What follows belongs to an exercise in optimizing a design on an open flow for small area and a short achievable clock period; a production flow would make more cautious choices. The RTL was checked by simulation tests, not by an equivalence proof against the original design.

## nco_core
module nco_core(clk, reset, mode, fph, word_in, word_out, amplitude);
    parameter M = 48;
    parameter N = 14;
    parameter P = 12;
    input clk, reset, fph;
    input [1:0] mode;
    input  [M-1:0] word_in;
    output [M-1:0] word_out;
    output [P-1:0] amplitude;
    wire [N-1:0] phase;
    phase_accumulator #(.M(M), .N(N)) U2_pa (
        .clk        (clk),
        .reset      (reset),
        .mode       (mode),
        .fph        (fph),
        .word_in    (word_in),
        .word_out   (word_out),
        .phase      (phase)
    );
    pac #(.N(N), .P(P)) U4_pac (
        .clk        (clk),
        .eo         (!reset && mode == 2'b00),
        .phase      (phase),
        .amplitude  (amplitude)
    );
endmodule
export LEC_CHECK = 0
export ABC_AREA = 1
export CAP_MARGIN = 20
export CORE_MARGIN = 2
export CORE_UTILIZATION = 55
export SETUP_SLACK_MARGIN = 3.0
export SLEW_MARGIN = 20
export SYNTH_MEMORY_MAX_BITS = 65536
create_clock -name core_clock -period 7.0 [get_ports {clk}]
standard.sh (not shown) runs the stock make flow with config.mk's settings and CLKGATE_MAP_FILE= SYNTH_SCRIPT=/design/flow/synth_recipe.tcl, a recipe that flattens the netlist after the stock synthesis.
==> flow/flow/run.sh <==
#!/bin/bash
# Standard synthesis and layout (standard.sh), with these layout settings changed:
# - ports are buffered with buf_1 instead of the delay-cell buffer buffer_ports picks;
# - timing repair may resize a cell into one of a different footprint;
# - clock tree: clkbuf_4/clkbuf_8 buffers and no dummy loads.
set -euo pipefail
cd "$(dirname "$0")/.."
bash standard.sh \
  "BUFFER_PORTS_ARGS=-buffer_cell sky130_fd_sc_hd__buf_1" \
  MATCH_CELL_FOOTPRINT=0 \
  "CTS_ARGS=-sink_clustering_enable -repair_clock_nets -dont_use_dummy_load -buf_list sky130_fd_sc_hd__clkbuf_8 -root_buf sky130_fd_sc_hd__clkbuf_8" \
  finish > flow_make.log 2>&1
==> next run, changes <==
--- a/flow/flow/run.sh
+++ b/flow/flow/run.sh
@@ -2,2 +2,3 @@
-# Standard synthesis and layout (standard.sh), with these layout settings changed:
-# - ports are buffered with buf_1 instead of the delay-cell buffer buffer_ports picks;
+# The standard synthesis and layout (standard.sh), with these layout settings changed:
+# - ports are buffered with buf_1 instead of the delay-cell buffer buffer_ports picks
+#   (timing repair still resizes the ones on critical paths);
@@ -5 +6,2 @@
-# - clock tree: clkbuf_4/clkbuf_8 buffers and no dummy loads.
+# - clock tree: clkbuf_8 buffers and no dummy loads.
+# All output of the flow goes to flow_make.log; ORFS keeps each step's log under orfs/logs/.
CAP_MARGIN = 5   (was 20)
SLEW_MARGIN = 5   (was 20)
The new run went through all stages and came out clean.
Wire length rose by 3.4%.
Utilization rose by 0.46 points.
Hold slack is worse by 9.9 ps.
First-iteration DRC count rose by 5.3%.
Synthesized area stays the same.
Cell area rose by 0.73%.
Cell count is about the same.
Via count fell by 0.51%.
Maximum frequency fell by 1.0%.
Die area does not change.
==> next run, changes <==
CAP_MARGIN = 20   (was 5)
SLEW_MARGIN = 20   (was 5)
Cell count barely changes. Fmax is higher by 1.0%. Area after synthesis stays the same. Core utilization drops by 0.46 points.

* * *

Starting RTL as in the previous note.
==> flow/config.mk <==
export PLATFORM = sky130hd
export DESIGN_NAME = nco_core
export DESIGN_NICKNAME = nco_core
export VERILOG_FILES = /design/flow/design.v
export SDC_FILE = /design/flow/constraint.sdc
export NUM_CORES = 4
export LEC_CHECK = 0
export ABC_AREA = 1
export CAP_MARGIN = 20
export CORE_MARGIN = 2
export CORE_UTILIZATION = 55
export SETUP_SLACK_MARGIN = 3.0
export SLEW_MARGIN = 20
export SYNTH_MEMORY_MAX_BITS = 65536
==> flow/constraint.sdc <==
create_clock -name core_clock -period 7.0 [get_ports {clk}]
set_input_delay 1.4000 -clock core_clock [delete_from_list [all_inputs] [get_ports {clk}]]
set_output_delay 1.4000 -clock core_clock [all_outputs]
set_load 0.01 [all_outputs]
==> flow/flow/run.sh <==
#!/bin/bash
# The standard synthesis and layout (standard.sh), with these changes:
# - synthesis: the same script (synth_recipe.tcl and ORFS synth.tcl, so the same registers with
#   the same names and cells), except that ABC maps the logic with flow/abc_nf.script;
# - ports are buffered with buf_2 instead of the delay-cell buffer buffer_ports picks;
# - timing repair may resize a cell into one of a different footprint;
# - clock tree: clkbuf_8 buffers and no dummy loads.
set -euo pipefail
W="$(cd "$(dirname "$0")/.." && pwd)"
cd "$W"
# ORFS synth.tcl with the ABC script replaced after synth_preamble.tcl sets it
sed '/^source \$::env(SCRIPTS_DIR)\/synth_preamble.tcl/a set abc_script $::env(ABCX_SCRIPT)\nset abc_args [list -script $abc_script {*}$lib_args {*}$lib_dont_use_args -constr $::env(OBJECTS_DIR)/abc.constr]' \
  "$FLOW_HOME/scripts/synth.tcl" > flow_synth.tcl
grep -q 'ABCX_SCRIPT' flow_synth.tcl
# The standard flow's synthesis wrapper, sourcing that copy
sed "s|^source \$::env(SCRIPTS_DIR)/synth.tcl|source $W/flow_synth.tcl|" synth_recipe.tcl > flow_synth_recipe.tcl
grep -q "flow_synth.tcl" flow_synth_recipe.tcl
# standard.sh with the synthesis script replaced
sed "s|SYNTH_SCRIPT=[^ ]*|SYNTH_SCRIPT=$W/flow_synth_recipe.tcl|" standard.sh > flow_standard.sh
grep -q "flow_synth_recipe.tcl" flow_standard.sh
export ABCX_SCRIPT="$W/flow/abc_nf.script"
bash flow_standard.sh \
  "BUFFER_PORTS_ARGS=-buffer_cell sky130_fd_sc_hd__buf_2" \
  MATCH_CELL_FOOTPRINT=0 \
  "CTS_ARGS=-sink_clustering_enable -repair_clock_nets -dont_use_dummy_load -buf_list sky130_fd_sc_hd__clkbuf_8 -root_buf sky130_fd_sc_hd__clkbuf_8" \
  finish > flow_make.log 2>&1
==> flow/flow/abc_nf.script <==
strash
&get -n
&st
&dch
&nf
&put
topo
stime -c
buffer -c
upsize -c
dnsize -c
The baseline produced a clean layout.
Change:
==> flow/flow/run.sh (replaced) <==
#!/bin/bash
# Standard synthesis and layout (standard.sh), with these layout settings changed:
# - ports are buffered with buf_2 instead of the delay-cell buffer buffer_ports picks;
# - timing repair may resize a cell into one of a different footprint;
# - clock tree: clkbuf_4/clkbuf_8 buffers and no dummy loads.
set -euo pipefail
cd "$(dirname "$0")/.."
bash standard.sh \
  "BUFFER_PORTS_ARGS=-buffer_cell sky130_fd_sc_hd__buf_2" \
  MATCH_CELL_FOOTPRINT=0 \
  "CTS_ARGS=-sink_clustering_enable -repair_clock_nets -dont_use_dummy_load -buf_list sky130_fd_sc_hd__clkbuf_8 -root_buf sky130_fd_sc_hd__clkbuf_8" \
  finish > flow_make.log 2>&1
removed: flow/flow/abc_nf.script
Outcome: The new run completed without violations. Clock-buffer cell count does not change. Core utilization shrinks by 2.2 points. Final cell count went up by about a fifth. Sequential cell count stays the same. Synthesized area came out higher by a few percent. Worst hold slack loses 0.011 ns.
Change:
==> flow/flow/run.sh (replaced) <==
#!/bin/bash
# Standard synthesis and layout (standard.sh), with two layout settings changed:
# ports are buffered with buf_2 instead of the delay-cell buffer buffer_ports picks,
# and timing repair may resize a cell into one of a different footprint.
set -euo pipefail
cd "$(dirname "$0")/.."
bash standard.sh \
  "BUFFER_PORTS_ARGS=-buffer_cell sky130_fd_sc_hd__buf_2" \
  MATCH_CELL_FOOTPRINT=0 \
  finish > flow_make.log 2>&1
CORE_UTILIZATION = 40   (was 55)
What happened: Non-clock buffer count decreases by 3. Critical path depth shrinks by 9. Final cell count rose by 5.7%. First-iteration DRC count decreases by 21%. Setup slack loses 0.020 ns. Global-route usage fell by 8.8 points. Hold slack degrades by 0.032 ns. Utilization went down by 15 points. Routed wire length grows by 4.9%.
Change:
==> flow/flow/run.sh (replaced) <==
#!/bin/bash
# The standard synthesis and layout (standard.sh), with these changes:
# - synthesis: the same script (synth_recipe.tcl and ORFS synth.tcl, so the same registers with
#   the same names and cells), except that ABC maps the logic with flow/abc_nf.script;
# - ports are buffered with buf_1 instead of the delay-cell buffer buffer_ports picks;
# - timing repair may resize a cell into one of a different footprint;
# - clock tree: clkbuf_8 buffers and no dummy loads.
set -euo pipefail
W="$(cd "$(dirname "$0")/.." && pwd)"
cd "$W"
# ORFS synth.tcl with the ABC script replaced after synth_preamble.tcl sets it
sed '/^source \$::env(SCRIPTS_DIR)\/synth_preamble.tcl/a set abc_script $::env(ABCX_SCRIPT)\nset abc_args [list -script $abc_script {*}$lib_args {*}$lib_dont_use_args -constr $::env(OBJECTS_DIR)/abc.constr]' \
  "$FLOW_HOME/scripts/synth.tcl" > flow_synth.tcl
grep -q 'ABCX_SCRIPT' flow_synth.tcl
# The standard flow's synthesis wrapper, sourcing that copy
sed "s|^source \$::env(SCRIPTS_DIR)/synth.tcl|source $W/flow_synth.tcl|" synth_recipe.tcl > flow_synth_recipe.tcl
grep -q "flow_synth.tcl" flow_synth_recipe.tcl
# standard.sh with the synthesis script replaced
sed "s|SYNTH_SCRIPT=[^ ]*|SYNTH_SCRIPT=$W/flow_synth_recipe.tcl|" standard.sh > flow_standard.sh
grep -q "flow_synth_recipe.tcl" flow_standard.sh
export ABCX_SCRIPT="$W/flow/abc_nf.script"
bash flow_standard.sh \
  "BUFFER_PORTS_ARGS=-buffer_cell sky130_fd_sc_hd__buf_1" \
  MATCH_CELL_FOOTPRINT=0 \
  "CTS_ARGS=-sink_clustering_enable -repair_clock_nets -dont_use_dummy_load -buf_list sky130_fd_sc_hd__clkbuf_8 -root_buf sky130_fd_sc_hd__clkbuf_8" \
  finish > flow_make.log 2>&1
==> flow/flow/abc_nf.script (new file) <==
strash
&get -n
&st
&dch
&nf
&put
topo
stime -c
buffer -c
upsize -c
dnsize -c
CORE_UTILIZATION = 55   (was 40)
After rerunning: The new run ran to the end with no violations. Die area shrinks by a quarter to a third. Final cell count came out lower by about a fifth. Count of clock-buffer cells in the layout came out lower by 3. Fmax decreases by a few percent. Critical path depth rises by 5. Non-clock buffer count rises by 23.

[port drivers added, routing unchanged]
The results above use ideal ports. As a check the final layouts listed here were re-extracted and re-timed, cells and wires unchanged.
Step 1 sets driving cells, clkbuf_16 on the clock port and buf_2 on the other inputs (assumed; they add their load-dependent delay and slew).
Step 2 times the ports against the registers' clock, not the clock port: input delays grow and output delays shrink by t, the midpoint of the rising clock arrivals with the driver on.
Three values: ideal, step 1, step 2; two values: the first two.
run | shift t [ns] | setup slack, ns | worst setup path at the end | slew at the worst register clock pin (ns) | worst slew at a driven data input, ns
the first run of note 1 | 0.488 | 3.042 / 3.042 / 3.009 | input to register | 0.10 / 0.10 | 0.05
the second run of note 1 | 0.493 | 3.002 / 2.980 / 2.784 | input to register | 0.09 / 0.09 | 0.05
the third run of note 1 | 0.488 | 3.042 / 3.042 / 3.009 | input to register | 0.10 / 0.10 | 0.05
the first run of note 2 | 0.487 | 2.902 / 2.902 / 2.902 | register to register | 0.10 / 0.10 | 0.07
the second run of note 2 | 0.485 | 3.035 / 3.035 / 3.035 | register to register | 0.09 / 0.09 | 0.05
the third run of note 2 | 0.481 | 3.015 / 2.993 / 2.731 | input to register | 0.06 / 0.06 | 0.04
the fourth run of note 2 | 0.492 | 2.917 / 2.917 / 2.917 | register to register | 0.10 / 0.10 | 0.07
After both steps setup and hold are still met in every run listed. For the third run of note 2, which loses most, drivers alone change the setup slack by -0.022 ns; drivers and shift together by -0.284 ns.
